From an optimization exercise on the open Yosys and OpenROAD flow, aimed at small area, a short achievable clock period and few clock cycles per item; shortcuts taken in it are not production practice. Only simulation tests tie the RTL to the original design; equivalence was not proved. No activity file was given, so power comes from the tool's default toggle rates.

**design/flow/design.v**
```verilog
`timescale 1ns/1ps
module dut(
    clk    ,
    rst_n  ,
    addr   ,
    din    ,
    rw     ,
    enable ,
    dout   ,
    txd    ,
    tx_vld ,
    rxd    ,
    rx_vld
);
input         clk    ;
input         rst_n  ;
input  [7:0 ] addr   ;
input  [31:0] din    ;
input         rw     ;
input         enable ;
output [31:0] dout   ;
input  [7:0 ] rxd    ;
input         rx_vld ;
output [7:0 ] txd    ;
output        tx_vld ;
function lt10;
    input [9:0] a;
    input [9:0] b;
    integer k;
    reg r;
    begin
        r = 1'b0;
        for (k = 0; k < 10; k = k + 1)
            r = (~a[k] & b[k]) | ((~a[k] | b[k]) & r);
        lt10 = r;
    end
endfunction
reg         pkt_en ;
reg  [8:0 ] min_pkt_size ;    
reg  [9:0 ] max_pkt_size ;
wire        write = ~rw & enable;
wire [9:0 ] d     = din[9:0];
always @(posedge clk or negedge rst_n) begin
    if (!rst_n) begin
        pkt_en       <= 1'b0;
        min_pkt_size <= 9'd64;
        max_pkt_size <= 10'd512;
    end
    else if (write) begin
        if (addr == 8'h0)
            pkt_en <= d[0];
        if ((addr == 8'h4) && (|d[9:6]) && lt10(d, max_pkt_size))
            min_pkt_size <= d[8:0];
        if ((addr == 8'h8) && (~d[9] | ~|d[8:0]) && lt10({1'b0, min_pkt_size}, d))
            max_pkt_size <= d;
    end
end
assign dout[31:10] = 22'h0;
wire [9:0] dz76, dz54, dz10, dt8, dt4;
genvar g;
generate
    for (g = 0; g < 10; g = g + 1) begin : g_dout
        g_nor2  u_z76 (.a(addr[7]), .b(addr[6]), .y(dz76[g]));
        g_nor2  u_z54 (.a(addr[5]), .b(addr[4]), .y(dz54[g]));
        g_nor2  u_z10 (.a(addr[1]), .b(addr[0]), .y(dz10[g]));
        g_and3b u_t8  (.an(addr[2]), .b(addr[3]), .c(max_pkt_size[g]), .y(dt8[g]));
        if (g == 0) begin : g_b0
            wire t4, t0;
            g_and3b u_t4 (.an(addr[3]), .b(addr[2]), .c(min_pkt_size[0]), .y(t4));
            g_nor3b u_t0 (.a(addr[3]), .b(addr[2]), .cn(pkt_en), .y(t0));
            g_o3111a u_y (.a1(dt8[0]), .a2(t4), .a3(t0), .b1(dz76[0]), .c1(dz54[0]), .d1(dz10[0]), .x(dout[0]));
        end
        else if (g < 9) begin : g_b
            g_and3b u_t4 (.an(addr[3]), .b(addr[2]), .c(min_pkt_size[g]), .y(dt4[g]));
            g_o2111a u_y (.a1(dt8[g]), .a2(dt4[g]), .b1(dz76[g]), .c1(dz54[g]), .d1(dz10[g]), .x(dout[g]));
        end
        else begin : g_b9
            g_and4 u_y (.a(dt8[9]), .b(dz76[9]), .c(dz54[9]), .d(dz10[9]), .x(dout[9]));
        end
    end
endgenerate
reg  [4087:0] line ;
always @(posedge clk)
    line <= {line[4079:0], rxd};
reg         rx_prev ;    
reg         second ;     
reg  [9:0 ] cnt ;        
reg         over ;       
reg         hdr_ok ;
reg         acc ;        
reg  [4:0 ] tap ;        
reg         pend ;
reg  [3:0 ] wait_cnt ;
reg         tx_on ;      
reg  [7:0 ] tx_byte ;
wire [9:0 ] cnt_inc   = cnt + 10'd1;
wire [9:0 ] cnt_rx    = rx_prev ? cnt_inc : 10'd1;
wire        over_rx   = rx_prev & (over | cnt[9]);
wire        frame_end = rx_prev & ~rx_vld;
wire        now       = frame_end & acc & (cnt[3:0] == 4'h0);
wire        start     = (frame_end & acc & (cnt[3:0] == 4'hf)) | (pend & (wait_cnt == 4'h1));
wire        ready_n   = ~(rx_prev & acc & (cnt[3:0] == 4'h0));
g_o21ai u_tx_vld (.a1(ready_n), .a2(rx_vld), .b1(~tx_on), .y(tx_vld));
assign txd    = tx_on ? tx_byte : 8'h55;
always @(posedge clk or negedge rst_n) begin
    if (!rst_n) begin
        rx_prev <= 1'b0;
        pend    <= 1'b0;
        tx_on   <= 1'b0;
    end
    else begin
        rx_prev <= rx_vld;
        if (frame_end & acc & (cnt[3:0] != 4'h0) & (cnt[3:0] != 4'hf))
            pend <= 1'b1;
        else if (start)
            pend <= 1'b0;
        if (start | now)
            tx_on <= 1'b1;
        else if (cnt == 10'd1)
            tx_on <= 1'b0;
    end
end
always @(posedge clk) begin
    second <= rx_vld & ~rx_prev;
    if (rx_vld) begin
        tap  <= cnt[8:4];
        cnt  <= cnt_rx;
        over <= over_rx;
        acc  <= pkt_en & hdr_ok & ~over_rx & ~lt10(max_pkt_size, cnt_rx) &
                ~lt10(cnt_rx, {1'b0, min_pkt_size});
        if (second)
            hdr_ok <= (line[7:0] == 8'h55) & (rxd == 8'hd5);
    end
    else if (tx_vld)
        cnt <= cnt - 10'd1;
    if (frame_end)
        wait_cnt <= ~cnt[3:0];
    else
        wait_cnt <= wait_cnt - 4'd1;
end
reg  [7:0 ] tap_data ;
integer     i ;
always @(*) begin
    tap_data = 8'h0;
    for (i = 3; i < 32; i = i + 1)
        tap_data = tap_data | (line[(16*i+14)*8 +: 8] & {8{tap == i}});
end
always @(posedge clk)
    tx_byte <= tap_data;
endmodule
module g_nor2(a, b, y);
input a, b;
output y;
assign y = ~(a | b);
endmodule
module g_and3b(an, b, c, y);
input an, b, c;
output y;
assign y = ~an & b & c;
endmodule
module g_nor3b(a, b, cn, y);
input a, b, cn;
output y;
assign y = ~(a | b | ~cn);
endmodule
module g_o2111a(a1, a2, b1, c1, d1, x);
input a1, a2, b1, c1, d1;
output x;
assign x = (a1 | a2) & b1 & c1 & d1;
endmodule
module g_o3111a(a1, a2, a3, b1, c1, d1, x);
input a1, a2, a3, b1, c1, d1;
output x;
assign x = (a1 | a2 | a3) & b1 & c1 & d1;
endmodule
module g_and4(a, b, c, d, x);
input a, b, c, d;
output x;
assign x = a & b & c & d;
endmodule
module g_o21ai(a1, a2, b1, y);
input a1, a2, b1;
output y;
assign y = ~((a1 | a2) & b1);
endmodule
```
**design/flow/flow/run.sh**
```bash
#!/bin/bash
# The standard layout, with two changes to how ORFS is driven:
#  - clock tree synthesis without dummy loads, with clkbuf_8 clusters of <= 20 sinks
#  - port buffers start as buf_1 (the resizer sizes them up where timing needs it)
set -euo pipefail
export CTS_ARGS="-sink_clustering_enable -repair_clock_nets -buf_list sky130_fd_sc_hd__clkbuf_8 -sink_clustering_size 21 -sink_clustering_max_diameter 50 -dont_use_dummy_load"
export BUFFER_PORTS_ARGS="-buffer_cell sky130_fd_sc_hd__buf_1"
bash standard.sh > flow_make.log 2>&1
```
**design/flow/standard.sh**
```bash
#!/bin/bash
# synth_recipe.tcl (not shown) runs the flow's synth.tcl, then flattens the netlist and writes it again
# the make line also repeats each setting of config.mk as NAME=value (left out here)
make -C /OpenROAD-flow-scripts/flow DESIGN_CONFIG=/design/flow/config.mk WORK_HOME=/design/flow/orfs CLKGATE_MAP_FILE= SYNTH_SCRIPT=/design/flow/synth_recipe.tcl "${@:-finish}"
```
**design/flow/config.mk**
```make
export PLATFORM = sky130hd
export DESIGN_NAME = dut
export DESIGN_NICKNAME = dut
export VERILOG_FILES = /design/flow/design.v
export SDC_FILE = /design/flow/constraint.sdc
export NUM_CORES = 8
export LEC_CHECK = 0
export CAP_MARGIN = 15
export CORE_MARGIN = 2
export CORE_UTILIZATION = 60
export CTS_BUF_LIST = sky130_fd_sc_hd__clkbuf_8
export CTS_CLUSTER_DIAMETER = 50
export CTS_CLUSTER_SIZE = 20
export GPL_TIMING_DRIVEN = 0
export PLACE_DENSITY = 0.7
export SETUP_SLACK_MARGIN = 4.8
export SLEW_MARGIN = 15
export SYNTH_HIERARCHICAL = 1
export SYNTH_MINIMUM_KEEP_SIZE = 0
```
**design/flow/constraint.sdc**
```tcl
create_clock -name core_clock -period 9.0 [get_ports {clk}]
set_input_delay 1.8000 -clock core_clock [delete_from_list [all_inputs] [get_ports {clk}]]
set_output_delay 1.8000 -clock core_clock [all_outputs]
set_load 0.01 [all_outputs]
```
==> summary.txt, run 1 <==
Status
  • Run status: no timing/DRC/antenna violations

GRT
  • Number of global-route vias before repair: 30400
  • Aggregate global routing overflow: 0
  • Initial antenna violation count: 21
  • All-Layer GR Usage: between 10% and 20%
  • Wire length of the first global-routing pass: approximately 170000 um
  • Largest net degree at the start of global routing: 24

STA
  • Max_slew headroom: 40.3%
  • Final period utilization: around 47%
  • # setup viols final: 0
  • Post-Route Setup TNS: 0 ns
  • Number of slew-limit violations in the final report: 0
  • Clock tree skew after final layout: approximately 0.083 ns
  • Setup repair after global routing missed its margin: yes
  • Final worst path period need: 4.26 ns
  • Highest achievable clock rate: 235 MHz
  • Hold violation count in the final report: 0
  • Slew of the pin with the lowest slew margin: 0.895 ns

Routing
  • Iteration count of the initial detailed-routing pass: 16
  • Vias post-DR: between 30000 and 40000
  • Number of DRC violations after detailed-routing iteration 0: 1600
  • DRC violation count after routing: 0
  • Drt total wl: 112000 um
  • DR vias/cell: between 4 and 5
  • Routed Antenna Nets: 0
  • Wire length per cell: 16.2 um

Worst hold path
  • Endpoint, Worst Hold: line[2796]
  • Worst min-delay path category: register to register
  • Launch point of the worst hold path: line[2788]
  • Cells on Worst Hold Path: 0

Floorplan
  • Die height: 384 um
  • Horiz. Die Dim: a little under 400 um
  • Placeable core area: 144000 um2
  • Total die area: 148000 um2
  • Top Ports: 94
  • Starting density of the core: 60.5%
  • Row count: 139

Synth
  • Area share of the leading cell type in the synthesized netlist: approximately 95%
  • Sequential element share of the synthesized area: 95.8%
  • Count of warnings emitted by yosys: 7
  • Number of instances in the synthesized netlist: 4682
  • Average cell area after synthesis: 18.6 um2
  • Number of distinct standard cells referenced by the synthesized netlist: 70
  • Top_reg_cell synth: sky130_fd_sc_hd__dfxtp_1
  • Dominant cells by area after synthesis: sky130_fd_sc_hd__dfxtp_1 (95%), sky130_fd_sc_hd__edfxtp_1 (0.62%), sky130_fd_sc_hd__dfrtp_1 (0.61%), sky130_fd_sc_hd__a22oi_1 (0.51%), sky130_fd_sc_hd__nor2_1 (0.34%)
  • #FFs+latches synth: 4142
  • Number of enable-type register cells in the synthesized netlist: 18
  • Yosys top cell by area: sky130_fd_sc_hd__dfxtp_1
  • Netlist Area Pre-Place: approximately 87000 um2
  • Fraction of registers with async set or reset after synthesis: 0.555%

Worst setup path
  • Arr. time, crit path: 2.46 ns
  • Cells traversed along the worst timing path: buf_16 -> and3b_1 -> o2111a_1 -> buf_2
  • RR Endpoint: acc
  • Crit path max-delay cell type: sky130_fd_sc_hd__o2111a_1
  • Critical Path Source Type: primary input
  • Type of the setup path with the least slack: primary input to output port
  • Register-to-register setup slack: approximately 6.0 ns
  • Kind of end point of the critical path: output port
  • Reg2Reg Depth: 11
  • Data required time at the worst endpoint: 7.20 ns
  • Biggest cell delay along the critical path: roughly 0.23 ns
  • CP max FO: 6
  • Worst flop-to-flop path startpoint: cnt[0]

Power
  • P_leak: approximately 37 nW
  • Internal power: 0.0209 W
  • VDD IR max: a little over 0.2 mV
  • Fraction of power spent switching nets: 19.9%
  • Clock network fraction of total power: between 20 and 30%
  • Power Density: around 280 nW/um2
  • Proportion of power drawn by combinational gates: 2.0%
  • Sequential share of power: 71.2%
  • Switching power summed over all nets: 0.00518 W

CTS
  • Clock Tree Buf Depth: 3
  • Number of buffers created by CTS: about 220
  • Cts hold-fix bufs: 0
  • Clock sink count: 4142
  • Reg clk slew, reported paths: 0.11 ns
  • CTS tree: yes
  • H-tree levels: 4
  • Clock latency on the worst-skew pair: 0.95 ns
  • CTS Root Cell: sky130_fd_sc_hd__clkbuf_8

Finish
  • Syn-to-layout area delta: 7.51%
  • Share of cells above drive strength 1: 7.30%
  • Final net count: between 5000 and 6000
  • Leading cell types in the layout, fill and taps excluded: sky130_fd_sc_hd__dfxtp_1 (4101), sky130_fd_sc_hd__clkbuf_8 (224), sky130_fd_sc_hd__a22oi_1 (59), sky130_fd_sc_hd__nor2_1 (43), sky130_fd_sc_hd__buf_4 (30)
  • Commonest non-fill, non-tap cell in the layout: sky130_fd_sc_hd__dfxtp_1
  • Fin util: 65.0%

Placed design
  • Number of buffers inserted by port buffering: 47
  • Gp weighted congestion: 0.762
  • Hpwl dp: 65300 um

Job
  • Number of violations of the max-capacitance limit: 0
-- cells by family (layout without fill, tap and decap cells) --
family	count (synthesis)	count (layout)	synth area share (%)
other	1	27	0.00432
XOR/XNOR	13	13	0.131
multiplexers	20	20	0.288
buffers and inverters	61	356	0.380
flip-flops	4142	4142	95.8
AND/OR/NAND/NOR	233	233	1.43
adder cells (fa/ha/maj)	17	17	0.219
AO/OA/AOI/OAI	195	195	1.74
-- critical path: cells and delay by family --
kind | cells | cell delay, ns
AOI/OAI and AO/OA | 1 | 0.23
buffers and inverters | 2 | 0.25
and+or+nand+nor | 1 | 0.18
-- Yosys stat by module (local to each module, per instance) --
module	cell area, um2	cells	copies in the design
g_o21ai	5.00	1	1
g_and4	8.76	1	1
dut	86400	4619	1
g_o2111a	11.3	1	8
g_nor3b	12.5	1	1
g_nor2	3.75	1	30
g_and3b	8.76	1	19
g_o3111a	18.8	3	1
-- state kept, by name (all words and copies together), names as in the netlist --
register,cells
second,1
min_pkt_size,9
wait_cnt,4
tx_byte,8
hdr_ok,1
line,4088
over,1
rx_prev,1
tap,5
pkt_en,1
tx_on,1
pend,1
cnt,10
max_pkt_size,10
acc,1
-- per-stage QoR --
step | hold slack (ns) | area [um2] | instances | power [W] | worst slack [ns]
5_1_grt | 0.288 | 93400 | 6903 | 0.0270 | 4.71
4_1_cts | 0.273 | 93300 | 6900 | 0.0263 | 4.73
3_5_place_dp | 0.312 | 90000 | 6669 | 0.0195 | 4.21
6_report | 0.274 | 93400 | 6906 | 0.0261 | 4.74
3_3_place_gp | 0.310 | 89500 | 6653 | 0.0194 | 3.24
2_1_floorplan | 0.310 | 86900 | 4703 | 0.0192 | 4.90
-- timing repair --
action | 4_1_cts | 5_1_grt
pin swaps | 8 | 2
resized for setup | 42 | 12
endpoints found under the setup margin | 13 | 11
gates cloned | 6 | 0
setup buffers | 2 | 1
-- final cells by class --
type	instances	area, um2
flip-flops and latches	4142	83200
fillers	9686	50300
multi-input cells	500	3610
clock buffers	223	3070
well taps	1903	2380
repair buffers	72	756
plain buffers	38	254
inverters	23	86.3
diodes	5	12.5
-- worst max-delay path by stage --
stage	cells after the start	from	slack, ns	endpoint
detailed placement	4	addr[2]	4.21	dout[6]
floorplan	10	din[1]	4.90	min_pkt_size[0]
global placement	4	tap[3]	3.24	tx_byte[0]
global route	4	addr[2]	4.71	dout[5]
finish	4	addr[3]	4.74	dout[1]
CTS	4	addr[2]	4.73	dout[6]
-- synth_stat cells, types with 3 or more instances --
cell                       instances
sky130_fd_sc_hd__nand3_1          24
sky130_fd_sc_hd__a22o_1           24
sky130_fd_sc_hd__clkbuf_1         13
sky130_fd_sc_hd__a22oi_1          59
sky130_fd_sc_hd__nor2_1           78
sky130_fd_sc_hd__buf_4            22
sky130_fd_sc_hd__a21oi_1          15
sky130_fd_sc_hd__a31oi_1           7
sky130_fd_sc_hd__mux2_2            8
sky130_fd_sc_hd__nand4_1          15
sky130_fd_sc_hd__o21ai_0          15
sky130_fd_sc_hd__nand3b_1          3
sky130_fd_sc_hd__nor3_1           11
sky130_fd_sc_hd__nand2b_1          9
sky130_fd_sc_hd__o2111a_1          8
sky130_fd_sc_hd__nor2b_1           6
sky130_fd_sc_hd__a222oi_1          9
sky130_fd_sc_hd__mux2_4            8
sky130_fd_sc_hd__inv_1            23
sky130_fd_sc_hd__nand2_1          29
sky130_fd_sc_hd__a211oi_1          3
sky130_fd_sc_hd__o21a_1            3
sky130_fd_sc_hd__a221oi_1         27
sky130_fd_sc_hd__o22ai_1           5
sky130_fd_sc_hd__xor2_1            5
sky130_fd_sc_hd__xnor2_1           8
sky130_fd_sc_hd__and2_1            7
sky130_fd_sc_hd__mux2i_1           4
sky130_fd_sc_hd__nand4b_1          3
sky130_fd_sc_hd__edfxtp_1         18
sky130_fd_sc_hd__or3_1             5
sky130_fd_sc_hd__and3b_1          19
sky130_fd_sc_hd__dfxtp_1        4101
sky130_fd_sc_hd__ha_1              6
sky130_fd_sc_hd__dfrtp_1          21
sky130_fd_sc_hd__nor4_1            6
sky130_fd_sc_hd__maj3_2            4
sky130_fd_sc_hd__maj3_1            7
-- per-layer routing --
metal,vias to the layer above,track usage (%),share of wire (%)
li1,15300,-,-
met1,14700,23.6,52
met2,594,21.4,40
met3,253,3.19,4.7
met4,0,6.42,3.3
met5,-,0,0
-- power groups by stage --
stage | registers, W | logic (W) | clock network [W]
3_3_place_gp | 0.0190 | 0.000390 | 0
5_1_grt | 0.0186 | 0.000547 | 0.00787
6_report | 0.0186 | 0.000513 | 0.00699
4_1_cts | 0.0186 | 0.000503 | 0.00723
3_5_place_dp | 0.0190 | 0.000483 | 0
2_1_floorplan | 0.0189 | 0.000239 | 0
Testbench counts, summed over its fixed seeds: cycles 100,742, frames 156.
==> inputs of run 2 (changes only) <==
--- a/design/flow/config.mk
+++ b/design/flow/config.mk
@@ -7,12 +7,11 @@
 export LEC_CHECK = 0
 export CAP_MARGIN = 15
 export CORE_MARGIN = 2
-export CORE_UTILIZATION = 60
+export CORE_UTILIZATION = 65
 export CTS_BUF_LIST = sky130_fd_sc_hd__clkbuf_8
 export CTS_CLUSTER_DIAMETER = 50
 export CTS_CLUSTER_SIZE = 20
-export GPL_TIMING_DRIVEN = 0
-export PLACE_DENSITY = 0.7
+export PLACE_DENSITY = 0.78
 export SETUP_SLACK_MARGIN = 4.8
 export SLEW_MARGIN = 15
 export SYNTH_HIERARCHICAL = 1
==> summary.txt, run 2 <==
Status
  • Run status: no timing/DRC/antenna violations

Power
  • Power Density: 281 nW/um2 (+0.68%)
  • Power after layout: 0.0260 W (about the same)
  • VDD IR max: 0.196 mV (-2.6%)
  • P_leak: 37.0 nW (-0.53%)

Finish
  • Number of flip-flops in the largest register: 4088 (unchanged)
  • Final Non-Filler Cells: 6745 (-2.3%)
  • Commonest non-fill, non-tap cell in the layout: sky130_fd_sc_hd__dfxtp_1
  • Biggest regs: line (4088), cnt (10), max_pkt_size (10)
  • Register containing the most flip-flops in the final layout: line
  • Leading cell types in the layout, fill and taps excluded: sky130_fd_sc_hd__dfxtp_1 (4101), sky130_fd_sc_hd__clkbuf_8 (221), sky130_fd_sc_hd__a22oi_1 (59), sky130_fd_sc_hd__nor2_1 (44)
  • Finished layout cell area: 92700 um2 (-0.74%)
  • Share of cells above drive strength 1: 6.88% (-0.42 points)
  • Syn-to-layout area delta: 6.72%
  • Final net count: 5032 (-0.53%)

GRT
  • Largest net degree at the start of global routing: 28 (+17%)
  • Met2 GRT Util: 28.8% (+7.4 points)
  • Initial antenna violation count: 20 (-4.8%)
  • Global-route met3 utilization: 3.55% (+0.36 points)
  • Busiest layer in global routing: met2
  • Wire length of the first global-routing pass: 187000 um (+9.0%)
  • Aggregate global routing overflow: 0 (unchanged)
  • Number of global-route vias before repair: 32000 (+5.2%)
  • Met1 capacity usage during global routing: 25.8% (+2.3 points)
  • All-Layer GR Usage: 18.4% (+3.0 points)

Synth
  • Top_reg_cell synth: sky130_fd_sc_hd__dfxtp_1
  • Number of enable-type register cells in the synthesized netlist: 18 (unchanged)
  • Yosys top cell by area: sky130_fd_sc_hd__dfxtp_1
  • Sequential element share of the synthesized area: 95.8% (unchanged)
  • Number of distinct standard cells referenced by the synthesized netlist: 70 (unchanged)
  • #FFs+latches synth: 4142 (unchanged)
  • Dominant cells by area after synthesis: sky130_fd_sc_hd__dfxtp_1 (95%), sky130_fd_sc_hd__edfxtp_1 (0.62%), sky130_fd_sc_hd__dfrtp_1 (0.61%), sky130_fd_sc_hd__a22oi_1 (0.51%), sky130_fd_sc_hd__nor2_1 (0.34%)
  • Average cell area after synthesis: 18.6 um2 (unchanged)
  • Commonest cells post-synth: sky130_fd_sc_hd__dfxtp_1 (4101), sky130_fd_sc_hd__nor2_1 (78), sky130_fd_sc_hd__a22oi_1 (59), sky130_fd_sc_hd__nand2_1 (29), sky130_fd_sc_hd__a221oi_1 (27)
  • Fraction of registers with async set or reset after synthesis: 0.555% (unchanged)
  • Netlist Area Pre-Place: 86900 um2 (unchanged)
  • Count leader, synth: sky130_fd_sc_hd__dfxtp_1
  • Number of instances in the synthesized netlist: 4682 (unchanged)
  • Count of warnings emitted by yosys: 7 (unchanged)
  • Area share of the leading cell type in the synthesized netlist: 94.5% (unchanged)

CTS
  • Clock sink count: 4142 (unchanged)
  • Clock latency on the worst-skew pair: 0.95 ns (about the same)
  • Setup repair bufs after CTS: 0 (-2)
  • H-tree levels: 4 (unchanged)
  • Number of buffers created by CTS: 221 (-0.90%)
  • Cts hold-fix bufs: 0 (unchanged)
  • CTS Root Cell: sky130_fd_sc_hd__clkbuf_8
  • Reg clk slew, reported paths: 0.11 ns (about the same)
  • CTS tree: yes
  • Clock Tree Buf Depth: 3 (unchanged)

Routing
  • DRC violation count after routing: 0 (unchanged)
  • Number of DRC violations after detailed-routing iteration 0: 1914 (+20%)
  • Vias post-DR: 31000 (+0.74%)
  • Iteration count of the initial detailed-routing pass: 6 (-10)
  • Drt total wl: 124000 um (+11%)
  • Wire length per cell: 18.4 um (+14%)
  • Routed Antenna Nets: 0 (unchanged)
  • DR vias/cell: 4.60 (+3.1%)

Worst setup path
  • CP max FO: 6 (unchanged)
  • Kind of end point of the critical path: output port
  • Type of the setup path with the least slack: primary input to output port
  • Arr. time, crit path: 2.47 ns (about the same)
  • Reg2Reg Depth: 9 (-2)
  • Data required time at the worst endpoint: 7.20 ns (about the same)
  • Critical Path Source Type: primary input

STA
  • Number of slew-limit violations in the final report: 0 (unchanged)
  • Post-Route Setup TNS: 0 ns (unchanged)
  • Slew of the pin with the lowest slew margin: 0.844 ns (-0.0515 ns)
  • Max_slew headroom: 43.3% (+3.0 points)
  • Setup repair after global routing missed its margin: yes
  • Highest achievable clock rate: 234 MHz (-0.23%)
  • Clock tree skew after final layout: 0.0861 ns (+0.00280 ns)
  • # setup viols final: 0 (unchanged)
  • Hold violation count in the final report: 0 (unchanged)
  • Slack of the critical path: 4.73 ns (-0.00985 ns)
  • Final period utilization: 47.4% (+0.11 points)
  • Final worst path period need: 4.27 ns (+0.00985 ns)

Worst hold path
  • Cells on Worst Hold Path: 0 (unchanged)
  • Worst min-delay path category: register to register

Floorplan
  • Top Ports: 94 (unchanged)
  • Placeable core area: 133000 um2 (-7.3%)
  • Die height: 370 um (-3.9%)
  • Row count: 134 (-3.6%)
  • Total die area: 137000 um2 (-7.6%)
  • Horiz. Die Dim: 370 um (-3.9%)
  • Starting density of the core: 65.2% (+4.8 points)

Placed design
  • Placed Cells: 6513 (-2.3%)
  • Hpwl dp: 73800 um (+13%)
  • Number of buffers inserted by port buffering: 49 (+4.3%)
  • Place WS: 4.19 ns (-0.0162 ns)
  • Placement Cell Area: 89400 um2 (-0.68%)
  • Gp weighted congestion: 0.766 (+0.62%)

Job
  • Number of violations of the max-capacitance limit: 0 (unchanged)
==> run 2: path summary, 6_finish.rpt <==
path,startpoint,end,slack (ns)
min,line[304],line[312],0.24
min in group asynchronous,rst_n,pend,0.82
min reg2reg,line[304],line[312],0.24
max,addr[2],dout[3],4.73
max in group asynchronous,rst_n,min_pkt_size[6],7.79
max reg2reg,max_pkt_size[0],min_pkt_size[4],5.79
==> run 2: per-module statistics from Yosys, one instance, submodules excluded <==
module    cells  times used  flops+latches  area (um2)
g_and4        1           1              0        8.76
g_and3b       1          19              0        8.76
g_o21ai       1           1              0        5.00
dut        4619           1           4142       86400
g_o3111a      3           1              0        18.8
g_nor2        1          30              0        3.75
g_nor3b       1           1              0        12.5
g_o2111a      1           8              0        11.3
==> run 2: where the power goes <==
group	total, W	internal, W	switching (W)	leakage (nW)
logic	0.000421	0.000132	0.000289	1.75
registers	0.0186	0.0185	0.0000980	33.7
clock network	0.00704	0.00221	0.00483	1.59
total	0.0260	0.0208	0.00522	37.0
==> run 2: layout make-up <==
type | instances | area, um2
Sequential cell | 4142 | 83200
Fill cell | 7745 | 40400
Multi-Input combinational cell | 500 | 3500
Clock buffer | 221 | 3040
Tap cell | 1768 | 2210
Timing Repair Buffer | 85 | 624
Inverter | 23 | 86.3
Antenna cell | 6 | 15.0
==> run 2: timing repair <==
item                       CTS  global route
gates cloned                 4             1
setup endpoints to repair   11            11
pin swaps                   10             5
gates resized for setup     36            10
==> run 2: worst max-delay path: stages <==
cell	delay (ns)
sky130_fd_sc_hd__buf_16	0.11
sky130_fd_sc_hd__and3b_1	0.15
sky130_fd_sc_hd__o2111a_1	0.25
sky130_fd_sc_hd__buf_2	0.15
==> run 2: cell families (layout without fill, tap and decap cells) <==
logic type	after synthesis	in the layout	share of synthesized area, %
xor gates and xnor gates	13	13	0.131
muxes	20	20	0.288
other	1	28	0.00432
adders and majority gates	17	17	0.219
and+or+nand+nor	233	233	1.43
DFF	4142	4142	95.8
AOI/OAI and AO/OA	195	195	1.74
buffers and inverters	61	329	0.380
==> run 2: routing by layer <==
metal  routed length, um  share of wire [%]
met1               58500                 47
met2               56400                 45
met3                5210                4.2
met4                4160                3.3
met5                  13              0.010
==> run 2: metrics by stage <==
step / utilization (%) / hold WS [ns]
2_1_floorplan: - / 0.310
3_3_place_gp: 67.2 / 0.310
3_5_place_dp: 67.2 / 0.312
4_1_cts: 69.6 / 0.244
5_1_grt: 69.6 / 0.259
6_report: 69.6 / 0.244
==> inputs of run 3 (changes only) <==
==> design/flow/config.mk (replaced) <==
export PLATFORM = sky130hd
export DESIGN_NAME = dut
export DESIGN_NICKNAME = dut
export VERILOG_FILES = /design/flow/design.v
export SDC_FILE = /design/flow/constraint.sdc
export NUM_CORES = 8
export LEC_CHECK = 0
export CAP_MARGIN = 40
export CORE_MARGIN = 2
export CORE_UTILIZATION = 60
export CTS_BUF_LIST = sky130_fd_sc_hd__clkbuf_8
export CTS_CLUSTER_DIAMETER = 50
export CTS_CLUSTER_SIZE = 20
export PLACE_DENSITY = 0.7
export SETUP_SLACK_MARGIN = 5
export SLEW_MARGIN = 40
export SYNTH_HIERARCHICAL = 1
export SYNTH_MINIMUM_KEEP_SIZE = 0
==> summary.txt, run 3 <==
Status
  • Run status: no timing/DRC/antenna violations

Synth
  • Number of instances in the synthesized netlist: 4682 (unchanged)
  • Number of distinct standard cells referenced by the synthesized netlist: 70 (unchanged)
  • Sequential element share of the synthesized area: 95.8% (unchanged)
  • Fraction of registers with async set or reset after synthesis: 0.555% (unchanged)
  • Top_reg_cell synth: sky130_fd_sc_hd__dfxtp_1
  • #FFs+latches synth: 4142 (unchanged)
  • Count leader, synth: sky130_fd_sc_hd__dfxtp_1
  • Average cell area after synthesis: 18.6 um2 (unchanged)
  • Count of warnings emitted by yosys: 7 (unchanged)
  • Commonest cells post-synth: sky130_fd_sc_hd__dfxtp_1 (4101), sky130_fd_sc_hd__nor2_1 (78), sky130_fd_sc_hd__a22oi_1 (59), sky130_fd_sc_hd__nand2_1 (29), sky130_fd_sc_hd__a221oi_1 (27)
  • Yosys top cell by area: sky130_fd_sc_hd__dfxtp_1
  • Netlist Area Pre-Place: 86900 um2 (unchanged)
  • Dominant cells by area after synthesis: sky130_fd_sc_hd__dfxtp_1 (95%), sky130_fd_sc_hd__edfxtp_1 (0.62%), sky130_fd_sc_hd__dfrtp_1 (0.61%), sky130_fd_sc_hd__a22oi_1 (0.51%), sky130_fd_sc_hd__nor2_1 (0.34%)
  • Area share of the leading cell type in the synthesized netlist: 94.5% (unchanged)
  • Number of enable-type register cells in the synthesized netlist: 18 (unchanged)

Floorplan
  • Placeable core area: 144000 um2 (+7.9%)
  • Starting density of the core: 60.5% (-4.8 points)
  • Horiz. Die Dim: 384 um (+4.0%)
  • Total die area: 148000 um2 (+8.2%)
  • Top Ports: 94 (unchanged)
  • Row count: 139 (+3.7%)
  • Die height: 384 um (+4.0%)

STA
  • Slew of the pin with the lowest slew margin: 0.892 ns (+0.0487 ns)
  • Clock tree skew after final layout: 0.0644 ns (-0.0217 ns)
  • # setup viols final: 0 (unchanged)
  • Hold violation count in the final report: 0 (unchanged)
  • Max_slew headroom: 40.5% (-2.9 points)
  • Post-Route Setup TNS: 0 ns (unchanged)
  • Final period utilization: 47.3% (-0.13 points)
  • Highest achievable clock rate: 235 MHz (+0.27%)
  • Setup repair after global routing missed its margin: yes
  • Number of slew-limit violations in the final report: 0 (unchanged)
  • Final worst path period need: 4.26 ns (-0.0115 ns)

Finish
  • Commonest non-fill, non-tap cell in the layout: sky130_fd_sc_hd__dfxtp_1
  • Final Non-Filler Cells: 6897 (+2.3%)
  • Leading cell types in the layout, fill and taps excluded: sky130_fd_sc_hd__dfxtp_1 (4101), sky130_fd_sc_hd__clkbuf_8 (224), sky130_fd_sc_hd__a22oi_1 (59), sky130_fd_sc_hd__nor2_1 (45), sky130_fd_sc_hd__buf_4 (34)
  • Multi-input gate area: 3520 um2 (+0.57%)
  • Register cell area after layout: 83200 um2 (unchanged)
  • Fin util: 64.8% (-4.8 points)
  • Syn-to-layout area delta: 7.14%
  • Biggest regs: line (4088), cnt (10), max_pkt_size (10)
  • Fill cell instance count of the final layout: 9677 (+25%)
  • Number of flip-flops in the largest register: 4088 (unchanged)
  • Register containing the most flip-flops in the final layout: line
  • Share of cells above drive strength 1: 7.11% (+0.23 points)
  • Finished layout cell area: 93100 um2 (+0.40%)
  • Final net count: 5042 (+0.20%)

Routing
  • Vias post-DR: 30600 (-1.2%)
  • Wire length on met2: 43700 um (-22%)
  • DR vias/cell: 4.44 (-3.4%)
  • Number of DRC violations after detailed-routing iteration 0: 1623 (-15%)
  • Wire length per cell: 16.1 um (-13%)
  • Highest metal layer with signal wires: met5
  • Wl on met1: 58300 um (-0.34%)
  • Met3 WL post-DR: 5100 um (-2.2%)
  • Routed Antenna Nets: 0 (unchanged)
  • Drt total wl: 111000 um (-11%)
  • DRC violation count after routing: 0 (unchanged)
  • Iteration count of the initial detailed-routing pass: 18 (+12)

Worst setup path
  • Type of the setup path with the least slack: primary input to output port
  • Kind of end point of the critical path: output port
  • Data required time at the worst endpoint: 7.20 ns (about the same)
  • Critical Path Source Type: primary input
  • Cells traversed along the worst timing path: clkbuf_16 -> and3b_1 -> o2111a_1 -> buf_2
  • CP max FO: 6 (unchanged)
  • Biggest cell delay along the critical path: 0.23 ns (-0.02 ns)
  • Crit path max-delay cell type: sky130_fd_sc_hd__o2111a_1
  • Arr. time, crit path: 2.46 ns (about the same)

Worst hold path
  • Worst min-delay path category: register to register

CTS
  • Number of buffers created by CTS: 224 (+1.4%)
  • Reg clk slew, reported paths: 0.10 ns (about the same)
  • Clock Tree Buf Depth: 3 (unchanged)
  • CTS tree: yes
  • CTS Root Cell: sky130_fd_sc_hd__clkbuf_8
  • Clock latency on the worst-skew pair: 0.96 ns (about the same)
  • Clock sink count: 4142 (unchanged)
  • H-tree levels: 4 (unchanged)

Power
  • P_leak: 37.1 nW (+0.24%)
  • VDD IR max: 0.196 mV (+0.10%)
  • Power Density: 280 nW/um2 (-0.48%)

Placed design
  • Placement Cell Area: 89600 um2 (+0.19%)
  • Hpwl dp: 65300 um (-12%)
  • Placed Cells: 6646 (+2.0%)
  • Gp weighted congestion: 0.763 (-0.40%)
  • Number of buffers inserted by port buffering: 49 (unchanged)

GRT
  • Wire length of the first global-routing pass: 168000 um (-10%)
  • Aggregate global routing overflow: 0 (unchanged)
  • Number of global-route vias before repair: 29600 (-7.3%)
  • Initial antenna violation count: 20 (unchanged)
  • Largest net degree at the start of global routing: 24 (-14%)
  • All-Layer GR Usage: 15.1% (-3.3 points)

Job
  • Number of violations of the max-capacitance limit: 0 (unchanged)
## run 3: cell counts after synthesis
No cell type changed its count.
## run 3: layer usage
| metal | vias to the layer above | track usage (%) |
|---|---|---|
| li1 | 15300 | - |
| met1 | 14600 | 23.2 |
| met2 | 542 | 20.9 |
| met3 | 255 | 3.22 |
| met4 | 2 | 6.26 |
| met5 | - | 0 |
## run 3: final timing paths
kind / endpoint / start / slack [ns] / depth (start not counted)
setup reg to reg: min_pkt_size[3] / max_pkt_size[0] / 5.96 / 9
hold reg to reg: line[262] / line[254] / 0.25 / 0
setup / recovery: dout[2] / addr[2] / 4.74 / 4
max in group asynchronous: min_pkt_size[6] / rst_n / 7.84 / 2
hold / removal: line[262] / line[254] / 0.25 / 0
min in group asynchronous: rx_prev / rst_n / 0.82 / 2
## run 3: cell type report
type,instances,share of cell area (%)
Inverter,23,0.0928
Tap cell,1903,2.56
Sequential cell,4142,89.4
Timing Repair Buffer,92,0.800
Clock buffer,224,3.31
Multi-Input combinational cell,500,3.78
Antenna cell,13,0.0350
## run 3: cells by family after synthesis
kind of cell | count (synthesis) | synth area share, %
AOI/OAI and AO/OA | 195 | 1.74
xor gates and xnor gates | 13 | 0.131
adders and majority gates | 17 | 0.219
buffers and inverters | 61 | 0.380
DFF | 4142 | 95.8
muxes | 20 | 0.288
other | 1 | 0.00432
and+or+nand+nor | 233 | 1.43
## run 3: power breakdown
group	switching, W	internal, W	total, W
clock	0.00476	0.00224	0.00700
sequential	0.0000775	0.0185	0.0186
combinational	0.000310	0.000151	0.000460
## run 3: per-module statistics from Yosys (local to each module, per instance)
module / cell area [um2] / copies in the design / cells / flip-flops and latches
dut: 86400 / 1 / 4619 / 4142
g_and3b: 8.76 / 19 / 1 / 0
g_and4: 8.76 / 1 / 1 / 0
g_nor2: 3.75 / 30 / 1 / 0
g_nor3b: 12.5 / 1 / 1 / 0
g_o2111a: 11.3 / 8 / 1 / 0
g_o21ai: 5.00 / 1 / 1 / 0
g_o3111a: 18.8 / 1 / 3 / 0
## run 3: what timing repair did
| item | 4_1_cts | 5_1_grt |
|---|---|---|
| cloned | 6 | 1 |
| hold buffers | 0 | 0 |
| pin swaps | 8 | 1 |
| endpoints found under the setup margin | 15 | 11 |
| buffers inserted | 7 | 0 |
| gates resized for setup | 46 | 6 |
## run 3: metrics by stage
step	power, W	setup slack, ns	hold slack, ns
after floorplan	0.0192	4.98	0.310
after global placement	0.0194	4.26	0.309
after detailed placement	0.0194	4.21	0.312
after CTS	0.0263	4.73	0.247
after global routing	0.0269	4.69	0.244
final	0.0260	4.74	0.251
## run 3: worst max-delay path, delay by kind of cell
| family | cells | cell delay, ns |
|---|---|---|
| simple gates | 1 | 0.17 |
| buf+inv | 2 | 0.25 |
| compound gates | 1 | 0.23 |
==> inputs of run 4 (changes only) <==
==> design/flow/flow/run.sh (replaced) <==
#!/bin/bash
# The standard layout, with two changes to how ORFS is driven:
#  - clock tree synthesis without dummy loads, with clkbuf_8 clusters of <= 20 sinks
#  - port buffers start as buf_1 (the resizer sizes them up where timing needs it)
set -euo pipefail
export CTS_ARGS="-sink_clustering_enable -repair_clock_nets -buf_list sky130_fd_sc_hd__clkbuf_4 -sink_clustering_size 11 -sink_clustering_max_diameter 40 -dont_use_dummy_load"
export BUFFER_PORTS_ARGS="-buffer_cell sky130_fd_sc_hd__buf_1"
bash standard.sh > flow_make.log 2>&1
==> summary.txt, run 4 <==
Routing
  • Number of DRC violations after detailed-routing iteration 0: 1462 (-9.9%)
  • DR vias/cell: 4.51 (+1.6%)
  • Iteration count of the initial detailed-routing pass: 16 (-2)
  • Wire length on met2: 45600 um (+4.3%)
  • Wl on met1: 57400 um (-1.6%)
  • Vias post-DR: 32100 (+4.8%)
  • Met3 WL post-DR: 5440 um (+6.7%)
  • Drt total wl: 112000 um (+0.81%)
  • Routed Antenna Nets: 0 (unchanged)
  • Highest metal layer with signal wires: met5
  • DRC violation count after routing: 0 (unchanged)
  • Wire length per cell: 15.7 um (-2.3%)

Synth
  • Number of instances in the synthesized netlist: 4682 (unchanged)
  • Count leader, synth: sky130_fd_sc_hd__dfxtp_1
  • Yosys top cell by area: sky130_fd_sc_hd__dfxtp_1
  • Area share of the leading cell type in the synthesized netlist: 94.5% (unchanged)
  • Commonest cells post-synth: sky130_fd_sc_hd__dfxtp_1 (4101), sky130_fd_sc_hd__nor2_1 (78), sky130_fd_sc_hd__a22oi_1 (59), sky130_fd_sc_hd__nand2_1 (29), sky130_fd_sc_hd__a221oi_1 (27)
  • Average cell area after synthesis: 18.6 um2 (unchanged)
  • Top_reg_cell synth: sky130_fd_sc_hd__dfxtp_1
  • Fraction of registers with async set or reset after synthesis: 0.555% (unchanged)
  • Number of distinct standard cells referenced by the synthesized netlist: 70 (unchanged)
  • Number of enable-type register cells in the synthesized netlist: 18 (unchanged)
  • Sequential element share of the synthesized area: 95.8% (unchanged)
  • Netlist Area Pre-Place: 86900 um2 (unchanged)
  • Count of warnings emitted by yosys: 7 (unchanged)
  • #FFs+latches synth: 4142 (unchanged)
  • Dominant cells by area after synthesis: sky130_fd_sc_hd__dfxtp_1 (95%), sky130_fd_sc_hd__edfxtp_1 (0.62%), sky130_fd_sc_hd__dfrtp_1 (0.61%), sky130_fd_sc_hd__a22oi_1 (0.51%), sky130_fd_sc_hd__nor2_1 (0.34%)

Finish
  • Leading cell types in the layout, fill and taps excluded: sky130_fd_sc_hd__dfxtp_1 (4101), sky130_fd_sc_hd__clkbuf_4 (438), sky130_fd_sc_hd__a22oi_1 (59), sky130_fd_sc_hd__nor2_1 (46), sky130_fd_sc_hd__buf_4 (42)
  • Number of flip-flops in the largest register: 4088 (unchanged)
  • Syn-to-layout area delta: 7.54%
  • Share of cells above drive strength 1: 11.5% (+4.3 points)
  • Fill cell instance count of the final layout: 9755 (+0.81%)
  • Register cell area after layout: 83200 um2 (about the same)
  • Final net count: 5264 (+4.4%)
  • Register containing the most flip-flops in the final layout: line
  • Biggest regs: line (4088), cnt (10), max_pkt_size (10)
  • Finished layout cell area: 93400 um2 (+0.36%)
  • Fin util: 65.0% (+0.24 points)
  • Commonest non-fill, non-tap cell in the layout: sky130_fd_sc_hd__dfxtp_1
  • Multi-input gate area: 3560 um2 (+1.2%)

Power
  • Power Density: 280 nW/um2 (+0.27%)
  • Fraction of power spent switching nets: 20.1% (+0.33 points)
  • Internal power: 0.0209 W (+0.22%)
  • Clock network fraction of total power: 27.1% (+0.2 points)
  • VDD IR max: 0.180 mV (-8.2%)
  • Switching power summed over all nets: 0.00527 W (+2.3%)
  • Sequential share of power: 70.9% (-0.4 points)
  • Proportion of power drawn by combinational gates: 2.0% (+0.2 points)
  • P_leak: 37.6 nW (+1.3%)

STA
  • Final period utilization: 47.4% (+0.098 points)
  • Highest achievable clock rate: 234 MHz (-0.21%)
  • Clock tree skew after final layout: 0.0764 ns (+0.0120 ns)
  • Hold violation count in the final report: 0 (unchanged)
  • Max_slew headroom: 41.6% (+1.2 points)
  • Post-Route Hold Slack: 0.251 ns (-0.000492 ns)
  • Post-Route Setup TNS: 0 ns (unchanged)
  • Final worst path period need: 4.27 ns (+0.00880 ns)
  • # setup viols final: 0 (unchanged)
  • Slew of the pin with the lowest slew margin: 0.875 ns (-0.0174 ns)
  • Number of slew-limit violations in the final report: 0 (unchanged)
  • Setup repair after global routing missed its margin: yes

Worst setup path
  • Arr. time, crit path: 2.47 ns (about the same)
  • Data required time at the worst endpoint: 7.20 ns (about the same)
  • Register-to-register setup slack: 5.95 ns (about the same)
  • Cell family with the largest share of critical-path delay: buffers and inverters
  • Kind of end point of the critical path: output port
  • Critical Path Source Type: primary input
  • Worst flop-to-flop path startpoint: max_pkt_size[0]
  • Worst path bufs/invs: 2 (unchanged)
  • Last element of the critical path: dout[1]
  • Biggest cell delay along the critical path: 0.24 ns (about the same)
  • CP max FO: 5 (-1)
  • Cell count along the critical path: 4 (unchanged)
  • Reg2Reg Depth: 9 (unchanged)
  • RR Endpoint: min_pkt_size[5]
  • Crit path max-delay cell type: sky130_fd_sc_hd__o2111a_1
  • Cells traversed along the worst timing path: clkbuf_16 -> and3b_1 -> o2111a_1 -> buf_2
  • Type of the setup path with the least slack: primary input to output port
  • Crit. Startpoint: addr[3]

CTS
  • Clock Tree Buf Depth: 4 (+1)
  • Clock latency on the worst-skew pair: 1.25 ns (+0.29 ns)
  • Clock sink count: 4142 (unchanged)
  • H-tree levels: 5 (+1)
  • Number of buffers created by CTS: 437 (+95%)
  • CTS Root Cell: sky130_fd_sc_hd__clkbuf_4
  • CTS tree: yes
  • Reg clk slew, reported paths: 0.11 ns (about the same)

GRT
  • All-Layer GR Usage: 15.4% (+0.24 points)
  • Number of global-route vias before repair: 31500 (+6.4%)
  • Initial antenna violation count: 22 (+10%)
  • Aggregate global routing overflow: 0 (unchanged)
  • Wire length of the first global-routing pass: 171000 um (+2.2%)
  • Largest net degree at the start of global routing: 28 (+17%)

Floorplan
  • Horiz. Die Dim: 384 um (unchanged)
  • Die height: 384 um (unchanged)
  • Row count: 139 (unchanged)
  • Top Ports: 94 (unchanged)
  • Total die area: 148000 um2 (unchanged)
  • Placeable core area: 144000 um2 (unchanged)
  • Starting density of the core: 60.5% (unchanged)

Placed design
  • Number of buffers inserted by port buffering: 49 (unchanged)
  • Hpwl dp: 65300 um (unchanged)
  • Gp weighted congestion: 0.763 (unchanged)
  • Placement Cell Area: 89600 um2 (unchanged)

Status
  • Run status: no timing/DRC/antenna violations

Job
  • Number of violations of the max-capacitance limit: 0 (unchanged)

Worst hold path
  • Worst min-delay path category: register to register
==> run 4: area by class of cell <==
class	count	share of cell area [%]
multi-input cells	500	3.81
repair buffers	101	0.906
diodes	9	0.0241
inverters	23	0.0924
well taps	1903	2.55
flip-flops and latches	4142	89.1
clock buffers	437	3.51
==> run 4: timing repair <==
item / in CTS / in global routing
setup buffers: 11 / 6
resized for setup: 69 / 8
endpoints found under the setup margin: 19 / 19
hold buffers: 0 / 0
pin swaps: 13 / 7
endpoints found under the hold margin: 0 / 0
gates cloned: 3 / 3
==> run 4: layer usage <==
metal	GRT usage [%]	vias up
met1	22.9	15200
met2	21.3	717
met4	7.30	2
met5	0	-
li1	-	15900
met3	3.59	273
==> run 4: stage by stage <==
| stage | cells | setup slack, ns | power [W] |
|---|---|---|---|
| after CTS | 7097 | 4.73 | 0.0265 |
| after global routing | 7112 | 4.69 | 0.0273 |
| after global placement | 6646 | 4.26 | 0.0194 |
| after detailed placement | 6646 | 4.21 | 0.0194 |
| final | 7115 | 4.73 | 0.0262 |
| after floorplan | 4703 | 4.98 | 0.0192 |
==> run 4: cells by family after synthesis <==
| kind of cell | after synthesis | share of synthesized area [%] |
|---|---|---|
| XOR/XNOR | 13 | 0.131 |
| buffers and inverters | 61 | 0.380 |
| multiplexers | 20 | 0.288 |
| AND/OR/NAND/NOR | 233 | 1.43 |
| adder cells (fa/ha/maj) | 17 | 0.219 |
| flip-flops | 4142 | 95.8 |
| AO/OA/AOI/OAI | 195 | 1.74 |
| other | 1 | 0.00432 |
==> run 4: power by group through the flow <==
stage	combinational, W	clock [W]	sequential (W)
2_1_floorplan	0.000239	0	0.0189
3_3_place_gp	0.000390	0	0.0190
3_5_place_dp	0.000402	0	0.0190
4_1_cts	0.000497	0.00744	0.0186
5_1_grt	0.000565	0.00813	0.0186
6_report	0.000530	0.00710	0.0186
==> run 4: how the worst min path moves through the flow <==
stage	depth (start not counted)	endpoint	start	slack (ns)
2_1_floorplan	0	line[1000]	line[992]	0.31
5_1_grt	0	line[261]	line[253]	0.24
3_3_place_gp	0	line[3100]	line[3092]	0.31
6_report	0	line[1001]	line[993]	0.25
4_1_cts	0	line[261]	line[253]	0.25
3_5_place_dp	0	line[1094]	line[1086]	0.31
==> run 4: Yosys stat by module (local to each module, per instance) <==
| module | cells inside | cell area, um2 |
|---|---|---|
| g_o21ai | 1 | 5.00 |
| g_nor2 | 1 | 3.75 |
| g_and3b | 1 | 8.76 |
| g_o3111a | 3 | 18.8 |
| g_o2111a | 1 | 11.3 |
| g_nor3b | 1 | 12.5 |
| g_and4 | 1 | 8.76 |
| dut | 4619 | 86400 |
==> inputs of run 5 (changes only) <==
==> design/flow/flow/run.sh (replaced) <==
#!/bin/bash
# The standard layout, with two changes to how ORFS is driven:
#  - clock tree synthesis without dummy loads, with clkbuf_8 clusters of <= 20 sinks
#  - port buffers start as buf_1 (the resizer sizes them up where timing needs it)
set -euo pipefail
export CTS_ARGS="-sink_clustering_enable -repair_clock_nets -buf_list sky130_fd_sc_hd__clkbuf_8 -sink_clustering_size 21 -sink_clustering_max_diameter 50 -dont_use_dummy_load"
export BUFFER_PORTS_ARGS="-buffer_cell sky130_fd_sc_hd__buf_4"
bash standard.sh > flow_make.log 2>&1
==> design/flow/config.mk (replaced) <==
export PLATFORM = sky130hd
export DESIGN_NAME = dut
export DESIGN_NICKNAME = dut
export VERILOG_FILES = /design/flow/design.v
export SDC_FILE = /design/flow/constraint.sdc
export NUM_CORES = 8
export LEC_CHECK = 0
export CAP_MARGIN = 15
export CORE_MARGIN = 2
export CORE_UTILIZATION = 60
export CTS_BUF_LIST = sky130_fd_sc_hd__clkbuf_8
export CTS_CLUSTER_DIAMETER = 50
export CTS_CLUSTER_SIZE = 20
export PLACE_DENSITY = 0.7
export SETUP_SLACK_MARGIN = 4.8
export SLEW_MARGIN = 15
export SYNTH_HIERARCHICAL = 1
export SYNTH_MINIMUM_KEEP_SIZE = 0
==> summary.txt, run 5 <==
Finish
  • Commonest non-fill, non-tap cell in the layout: sky130_fd_sc_hd__dfxtp_1
  • Syn-to-layout area delta: 7.14%
  • Leading cell types in the layout, fill and taps excluded: sky130_fd_sc_hd__dfxtp_1 (4101), sky130_fd_sc_hd__clkbuf_8 (224), sky130_fd_sc_hd__buf_4 (63), sky130_fd_sc_hd__a22oi_1 (59), sky130_fd_sc_hd__nor2_1 (49)
  • Final net count: 5030 (-4.4%)
  • Number of flip-flops in the largest register: 4088 (unchanged)
  • Biggest regs: line (4088), cnt (10), max_pkt_size (10)
  • Finished layout cell area: 93100 um2 (-0.37%)
  • Register containing the most flip-flops in the final layout: line
  • Share of cells above drive strength 1: 7.33% (-4.1 points)

Synth
  • Count leader, synth: sky130_fd_sc_hd__dfxtp_1
  • Fraction of registers with async set or reset after synthesis: 0.555% (unchanged)
  • Top_reg_cell synth: sky130_fd_sc_hd__dfxtp_1
  • Area share of the leading cell type in the synthesized netlist: 94.5% (unchanged)
  • Yosys top cell by area: sky130_fd_sc_hd__dfxtp_1
  • Dominant cells by area after synthesis: sky130_fd_sc_hd__dfxtp_1 (95%), sky130_fd_sc_hd__edfxtp_1 (0.62%), sky130_fd_sc_hd__dfrtp_1 (0.61%), sky130_fd_sc_hd__a22oi_1 (0.51%), sky130_fd_sc_hd__nor2_1 (0.34%)
  • Sequential element share of the synthesized area: 95.8% (unchanged)
  • Commonest cells post-synth: sky130_fd_sc_hd__dfxtp_1 (4101), sky130_fd_sc_hd__nor2_1 (78), sky130_fd_sc_hd__a22oi_1 (59), sky130_fd_sc_hd__nand2_1 (29), sky130_fd_sc_hd__a221oi_1 (27)
  • #FFs+latches synth: 4142 (unchanged)
  • Number of instances in the synthesized netlist: 4682 (unchanged)
  • Netlist Area Pre-Place: 86900 um2 (unchanged)
  • Average cell area after synthesis: 18.6 um2 (unchanged)
  • Count of warnings emitted by yosys: 7 (unchanged)
  • Number of distinct standard cells referenced by the synthesized netlist: 70 (unchanged)
  • Number of enable-type register cells in the synthesized netlist: 18 (unchanged)

Placed design
  • Gp weighted congestion: 0.764 (+0.14%)
  • Placement Cell Area: 89700 um2 (+0.16%)
  • Place WS: 4.36 ns (+0.150 ns)
  • Hpwl dp: 64500 um (-1.2%)
  • Number of buffers inserted by port buffering: 49 (unchanged)

STA
  • Slack of the critical path: 4.72 ns (-0.0139 ns)
  • Slew of the pin with the lowest slew margin: 0.959 ns (+0.0846 ns)
  • Clock tree skew after final layout: 0.0818 ns (+0.00542 ns)
  • Hold violation count in the final report: 0 (unchanged)
  • Final period utilization: 47.6% (+0.15 points)
  • Number of slew-limit violations in the final report: 0 (unchanged)
  • Max_slew headroom: 35.5% (-6.1 points)
  • Post-Route Hold Slack: 0.251 ns (-0.0000270 ns)
  • Post-Route Setup TNS: 0 ns (unchanged)
  • Highest achievable clock rate: 234 MHz (-0.33%)
  • Final worst path period need: 4.28 ns (+0.0139 ns)
  • # setup viols final: 0 (unchanged)
  • Setup repair after global routing missed its margin: yes

GRT
  • Largest net degree at the start of global routing: 28 (unchanged)
  • Initial antenna violation count: 11 (-50%)
  • Number of global-route vias before repair: 29600 (-6.1%)
  • Wire length of the first global-routing pass: 167000 um (-2.7%)
  • Aggregate global routing overflow: 0 (unchanged)
  • All-Layer GR Usage: 15.0% (-0.38 points)

Routing
  • Vias post-DR: 30700 (-4.5%)
  • DR vias/cell: 4.45 (-1.3%)
  • Routed Antenna Nets: 0 (unchanged)
  • Iteration count of the initial detailed-routing pass: 17 (+1)
  • Drt total wl: 110000 um (-2.0%)
  • Number of DRC violations after detailed-routing iteration 0: 1574 (+7.7%)
  • DRC violation count after routing: 0 (unchanged)
  • Wire length per cell: 15.9 um (+1.3%)

Power
  • Power after layout: 0.0260 W (-0.66%)
  • P_leak: 37.1 nW (-1.2%)
  • VDD IR max: 0.179 mV (-0.73%)
  • Power Density: 280 nW/um2 (-0.29%)

Floorplan
  • Total die area: 148000 um2 (unchanged)
  • Horiz. Die Dim: 384 um (unchanged)
  • Row count: 139 (unchanged)
  • Starting density of the core: 60.5% (unchanged)
  • Die height: 384 um (unchanged)
  • Top Ports: 94 (unchanged)
  • Placeable core area: 144000 um2 (unchanged)

CTS
  • Reg clk slew, reported paths: 0.10 ns (about the same)
  • H-tree levels: 4 (-1)
  • Clock Tree Buf Depth: 3 (-1)
  • CTS tree: yes
  • Clock latency on the worst-skew pair: 0.98 ns (-0.27 ns)
  • CTS Root Cell: sky130_fd_sc_hd__clkbuf_8
  • Number of buffers created by CTS: 224 (-49%)
  • Clock sink count: 4142 (unchanged)

Worst setup path
  • Kind of end point of the critical path: output port
  • CP max FO: 6 (+1)
  • Type of the setup path with the least slack: primary input to output port
  • Data required time at the worst endpoint: 7.20 ns (about the same)
  • Arr. time, crit path: 2.48 ns (about the same)
  • Critical Path Source Type: primary input

Status
  • Run status: no timing/DRC/antenna violations

Job
  • Number of violations of the max-capacitance limit: 0 (unchanged)

Worst hold path
  • Worst min-delay path category: register to register
-- run 5: path summary, 6_finish.rpt --
| path | from | end | slack (ns) | cells after the start |
|---|---|---|---|---|
| worst max-delay path | addr[3] | dout[7] | 4.72 | 4 |
| worst min-delay path | line[277] | line[285] | 0.25 | 0 |
| max in group asynchronous | rst_n | min_pkt_size[6] | 7.95 | 1 |
| worst max register to register | max_pkt_size[0] | min_pkt_size[3] | 5.87 | 9 |
| worst min register to register | line[277] | line[285] | 0.25 | 0 |
| min in group asynchronous | rst_n | min_pkt_size[7] | 0.71 | 1 |
-- run 5: cell families (layout without fill, tap and decap cells) --
| logic type | count (synthesis) | after routing | share of synthesized area [%] |
|---|---|---|---|
| other cells | 1 | 33 | 0.00432 |
| mux | 20 | 20 | 0.288 |
| xor+xnor | 13 | 13 | 0.131 |
| flops | 4142 | 4142 | 95.8 |
| buf+inv | 61 | 327 | 0.380 |
| compound gates | 195 | 195 | 1.74 |
| fa+ha+maj | 17 | 17 | 0.219 |
| simple gates | 233 | 233 | 1.43 |
-- run 5: report_power, final --
part,leakage (nW),internal (W),switching [W]
sequential,33.7,0.0185,0.0000874
combinational,1.85,0.000144,0.000293
clock,1.61,0.00224,0.00477
-- run 5: metal layers --
layer	global-route usage [%]	vias up	wire [um]
met4	6.89	2	4040
met1	23.1	14600	58000
met5	0	-	56
li1	-	15200	-
met3	3.03	267	4820
met2	20.3	554	42700
-- run 5: worst max-delay path, stage by stage --
cell,delay (ns)
sky130_fd_sc_hd__buf_12,0.11
sky130_fd_sc_hd__and3b_1,0.20
sky130_fd_sc_hd__o2111a_1,0.25
sky130_fd_sc_hd__buf_6,0.12
-- run 5: Yosys stat by module, one instance, submodules excluded, excerpt --
module | area, um2 | flip-flops and latches
g_and3b | 8.76 | 0
dut | 86400 | 4142
g_o21ai | 5.00 | 0
g_nor2 | 3.75 | 0
g_nor3b | 12.5 | 0
g_and4 | 8.76 | 0
-- run 5: per-stage QoR --
stage          std cells  util [%]
2_1_floorplan       4703         -
3_3_place_gp        6641      62.5
3_5_place_dp        6641      62.5
4_1_cts             6870      64.7
5_1_grt             6873      64.8
6_report            6883      64.8
-- run 5: cell type report --
class | count | area (um2)
Sequential cell | 4142 | 83200
Tap cell | 1903 | 2380
Multi-Input combinational cell | 500 | 3500
Antenna cell | 11 | 27.5
Clock buffer | 224 | 3080
Timing Repair Buffer | 80 | 763
Inverter | 23 | 86.3
Fill cell | 9710 | 50600
-- run 5: what timing repair did --
item	CTS	global route
hold buffers	0	0
pin swaps	11	4
buffers inserted	0	2
resized for setup	20	3
setup endpoints to repair	10	11
cloned	5	0
==> inputs of run 6 (changes only) <==
==> design/flow/run.sh (new file) <==
#!/bin/bash
# synth_recipe.tcl (not shown) runs the flow's synth.tcl, then flattens the netlist and writes it again
# the make line also repeats each setting of config.mk as NAME=value (left out here)
make -C /OpenROAD-flow-scripts/flow DESIGN_CONFIG=/design/flow/config.mk WORK_HOME=/design/flow/orfs CLKGATE_MAP_FILE= SYNTH_SCRIPT=/design/flow/synth_recipe.tcl finish
--- a/design/flow/config.mk
+++ b/design/flow/config.mk
@@ -10,7 +10,7 @@
 export CORE_UTILIZATION = 60
 export CTS_BUF_LIST = sky130_fd_sc_hd__clkbuf_8
 export CTS_CLUSTER_DIAMETER = 50
-export CTS_CLUSTER_SIZE = 20
+export CTS_CLUSTER_SIZE = 21
 export PLACE_DENSITY = 0.7
 export SETUP_SLACK_MARGIN = 4.8
 export SLEW_MARGIN = 15
removed: design/flow/flow/run.sh
removed: design/flow/standard.sh
==> summary.txt, run 6 <==
Floorplan
  • Row count: 139 (unchanged)
  • Starting density of the core: 60.5% (unchanged)
  • Total die area: 148000 um2 (unchanged)
  • Die height: 384 um (unchanged)
  • Horiz. Die Dim: 384 um (unchanged)
  • Placeable core area: 144000 um2 (unchanged)
  • Top Ports: 94 (unchanged)

Synth
  • Dominant cells by area after synthesis: sky130_fd_sc_hd__dfxtp_1 (95%), sky130_fd_sc_hd__edfxtp_1 (0.62%), sky130_fd_sc_hd__dfrtp_1 (0.61%), sky130_fd_sc_hd__a22oi_1 (0.51%), sky130_fd_sc_hd__nor2_1 (0.34%)
  • Area share of the leading cell type in the synthesized netlist: 94.5% (unchanged)
  • Number of distinct standard cells referenced by the synthesized netlist: 70 (unchanged)
  • Commonest cells post-synth: sky130_fd_sc_hd__dfxtp_1 (4101), sky130_fd_sc_hd__nor2_1 (78), sky130_fd_sc_hd__a22oi_1 (59), sky130_fd_sc_hd__nand2_1 (29), sky130_fd_sc_hd__a221oi_1 (27)
  • Yosys top cell by area: sky130_fd_sc_hd__dfxtp_1
  • Count leader, synth: sky130_fd_sc_hd__dfxtp_1
  • Top_reg_cell synth: sky130_fd_sc_hd__dfxtp_1
  • Number of instances in the synthesized netlist: 4682 (unchanged)
  • Netlist Area Pre-Place: 86900 um2 (unchanged)
  • Count of warnings emitted by yosys: 7 (unchanged)
  • Number of enable-type register cells in the synthesized netlist: 18 (unchanged)
  • Average cell area after synthesis: 18.6 um2 (unchanged)
  • Sequential element share of the synthesized area: 95.8% (unchanged)
  • #FFs+latches synth: 4142 (unchanged)
  • Fraction of registers with async set or reset after synthesis: 0.555% (unchanged)

GRT
  • Met1 capacity usage during global routing: 23.1% (about the same)
  • Met2 GRT Util: 20.9% (+0.60 points)
  • Largest net degree at the start of global routing: 28 (unchanged)
  • Wire length of the first global-routing pass: 168000 um (+0.65%)
  • Global-route met3 utilization: 3.32% (+0.29 points)
  • All-Layer GR Usage: 15.0% (+0.035 points)
  • Initial antenna violation count: 12 (+1)
  • Busiest layer in global routing: met1
  • Number of global-route vias before repair: 29900 (+0.93%)
  • Aggregate global routing overflow: 0 (unchanged)

Power
  • Power after layout: 0.0264 W (+1.6%)
  • Proportion of power drawn by combinational gates: 1.7% (about the same)
  • Fraction of power spent switching nets: 20.1% (+0.31 points)
  • P_leak: 37.4 nW (+0.76%)
  • Internal power: 0.0211 W (+1.2%)
  • Sequential share of power: 70.3% (-1.1 points)
  • Switching power summed over all nets: 0.00532 W (+3.2%)
  • Power Density: 282 nW/um2 (+0.93%)
  • VDD IR max: 0.221 mV (+23%)
  • Clock network fraction of total power: 28.0% (+1.1 points)

Worst setup path
  • Worst flop-to-flop path startpoint: max_pkt_size[0]
  • Reg2Reg Depth: 9 (unchanged)
  • Data required time at the worst endpoint: 7.20 ns (about the same)
  • Register-to-register setup slack: 5.85 ns (-0.02 ns)
  • Kind of end point of the critical path: output port
  • Type of the setup path with the least slack: primary input to output port
  • Critical Path Source Type: primary input
  • Crit. Startpoint: addr[3]
  • CP max FO: 6 (unchanged)
  • RR Endpoint: min_pkt_size[4]
  • Arr. time, crit path: 2.47 ns (about the same)

CTS
  • H-tree levels: 4 (unchanged)
  • Clock Tree Buf Depth: 3 (unchanged)
  • Number of buffers created by CTS: 223 (-0.45%)
  • Cts hold-fix bufs: 0 (unchanged)
  • Clock latency on the worst-skew pair: 0.93 ns (-0.05 ns)
  • Reg clk slew, reported paths: 0.11 ns (about the same)
  • CTS tree: yes
  • CTS Root Cell: sky130_fd_sc_hd__clkbuf_8
  • Clock sink count: 4142 (unchanged)

STA
  • Clock tree skew after final layout: 0.0382 ns (-0.0436 ns)
  • Final period utilization: 47.4% (-0.15 points)
  • Hold violation count in the final report: 0 (unchanged)
  • Final worst path period need: 4.27 ns (-0.0131 ns)
  • Post-Route Setup TNS: 0 ns (unchanged)
  • Slew of the pin with the lowest slew margin: 1.11 ns (+0.154 ns)
  • Number of slew-limit violations in the final report: 0 (unchanged)
  • Post-Route Hold Slack: 0.309 ns (+0.0585 ns)
  • # setup viols final: 0 (unchanged)
  • Highest achievable clock rate: 234 MHz (+0.31%)
  • Max_slew headroom: 25.1% (-10 points)
  • Setup repair after global routing missed its margin: yes

Placed design
  • Placement Cell Area: 89800 um2 (+0.12%)
  • Number of buffers inserted by port buffering: 49 (unchanged)
  • Placed Cells: 6638 (-0.045%)
  • Hpwl dp: 64100 um (-0.70%)
  • Gp weighted congestion: 0.772 (+0.97%)

Routing
  • Routed Antenna Nets: 0 (unchanged)
  • Vias post-DR: 30600 (-0.24%)
  • Drt total wl: 110000 um (about the same)
  • Wire length per cell: 15.8 um (-0.73%)
  • Iteration count of the initial detailed-routing pass: 18 (+1)
  • DR vias/cell: 4.41 (-0.99%)
  • Number of DRC violations after detailed-routing iteration 0: 1701 (+8.1%)
  • DRC violation count after routing: 0 (unchanged)

Status
  • Run status: no timing/DRC/antenna violations

Finish
  • Share of cells above drive strength 1: 7.82% (+0.50 points)
  • Final net count: 5038 (+0.16%)
  • Number of flip-flops in the largest register: 4088 (unchanged)
  • Leading cell types in the layout, fill and taps excluded: sky130_fd_sc_hd__dfxtp_1 (4101), sky130_fd_sc_hd__clkbuf_8 (231), sky130_fd_sc_hd__a22oi_1 (59), sky130_fd_sc_hd__nor2_1 (45), sky130_fd_sc_hd__buf_4 (36)
  • Commonest non-fill, non-tap cell in the layout: sky130_fd_sc_hd__dfxtp_1
  • Syn-to-layout area delta: 7.85%
  • Finished layout cell area: 93700 um2 (+0.67%)
  • Final Non-Filler Cells: 6935 (+0.76%)
  • Biggest regs: line (4088), cnt (10), max_pkt_size (10)
  • Register containing the most flip-flops in the final layout: line
  • Fill cell instance count of the final layout: 9654 (-0.58%)

Worst hold path
  • Worst min-delay path category: register to register
  • Cells on Worst Hold Path: 0 (unchanged)
  • Endpoint, Worst Hold: line[3734]
  • Launch point of the worst hold path: line[3726]

Job
  • Number of violations of the max-capacitance limit: 0 (unchanged)
==> run 6: cell types whose count changed in the layout (fill, tap and decap cells not counted), moves of 8 or more <==
| cell | previous run | this run |
|---|---|---|
| sky130_fd_sc_hd__buf_4 | 63 | 36 |
| sky130_fd_sc_hd__inv_1 | 23 | 32 |
| sky130_fd_sc_hd__buf_2 | 0 | 14 |
| sky130_fd_sc_hd__buf_6 | 10 | 0 |
| sky130_fd_sc_hd__clkinvlp_4 | 0 | 8 |
| sky130_fd_sc_hd__clkdlybuf4s50_1 | 0 | 25 |
==> run 6: critical path, cell delays in order <==
cell	delay, ns
sky130_fd_sc_hd__buf_16	0.11
sky130_fd_sc_hd__and3b_1	0.16
sky130_fd_sc_hd__o2111a_1	0.25
sky130_fd_sc_hd__buf_2	0.14
==> run 6: power by group through the flow <==
stage	clock network, W	registers, W	logic [W]
final	0.00739	0.0186	0.000454
after global routing	0.00829	0.0186	0.000489
after CTS	0.00765	0.0186	0.000436
after detailed placement	0	0.0190	0.000395
after global placement	0	0.0190	0.000383
after floorplan	0	0.0189	0.000239
==> run 6: cell type report <==
type	instances	area, um2	area share, %
antenna	7	17.5	0.0187
sequential	4142	83200	88.8
multi-input combinational	500	3530	3.77
inverter	23	86.3	0.0922
clock buffer	231	3180	3.39
timing repair buffer	89	847	0.904
clock inverter	40	418	0.446
tap	1903	2380	2.54
==> run 6: cell families after synthesis <==
kind of cell	count (synthesis)	share of synthesized area (%)
AOI/OAI and AO/OA	195	1.74
xor gates and xnor gates	13	0.131
adders and majority gates	17	0.219
buffers and inverters	61	0.380
DFF	4142	95.8
muxes	20	0.288
other	1	0.00432
and+or+nand+nor	233	1.43
==> run 6: worst max path at each step <==
| stage | endpoint | depth (start not counted) |
|---|---|---|
| 4_1_cts | txd[1] | 2 |
| 3_5_place_dp | tx_vld | 3 |
| 5_1_grt | txd[7] | 2 |
| 3_3_place_gp | tx_vld | 3 |
| 6_report | dout[8] | 4 |
| 2_1_floorplan | min_pkt_size[0] | 10 |
==> run 6: per-stage QoR <==
stage	setup WS [ns]	utilization, %
4_1_cts	4.64	65.2
3_5_place_dp	3.50	62.5
3_3_place_gp	3.55	62.5
6_report	4.73	65.2
2_1_floorplan	4.90	-
5_1_grt	4.69	65.2
==> run 6: timing repair <==
item / CTS / global route
setup endpoints to repair: 19 / 18
pin swaps: 7 / 3
setup buffers: 8 / 5
resized for setup: 112 / 12
gates cloned: 6 / 0
hold endpoints to repair: 0 / 0
==> run 6: routing by layer <==
| layer | share of wire, % | vias up | routed length [um] |
|---|---|---|---|
| li1 | - | 15300 | - |
| met1 | 53 | 14600 | 57700 |
| met2 | 40 | 540 | 44300 |
| met3 | 5.0 | 190 | 5440 |
| met4 | 2.0 | 0 | 2230 |
| met5 | 0 | - | 0 |
==> run 6: per-module statistics from Yosys, one instance, submodules excluded <==
| module | cells inside | cell area (um2) |
|---|---|---|
| g_o21ai | 1 | 5.00 |
| g_o3111a | 3 | 18.8 |
| g_nor2 | 1 | 3.75 |
| g_and3b | 1 | 8.76 |
| dut | 4619 | 86400 |
| g_nor3b | 1 | 12.5 |
| g_and4 | 1 | 8.76 |
| g_o2111a | 1 | 11.3 |

Setup slack of run 6, layout unchanged: 4.733 ns with ideal ports, 4.468 ns with driving cells assumed (clock clkbuf_16, inputs buf_2), 3.945 ns with port delays also shifted by the 0.973 ns mid clock arrival.
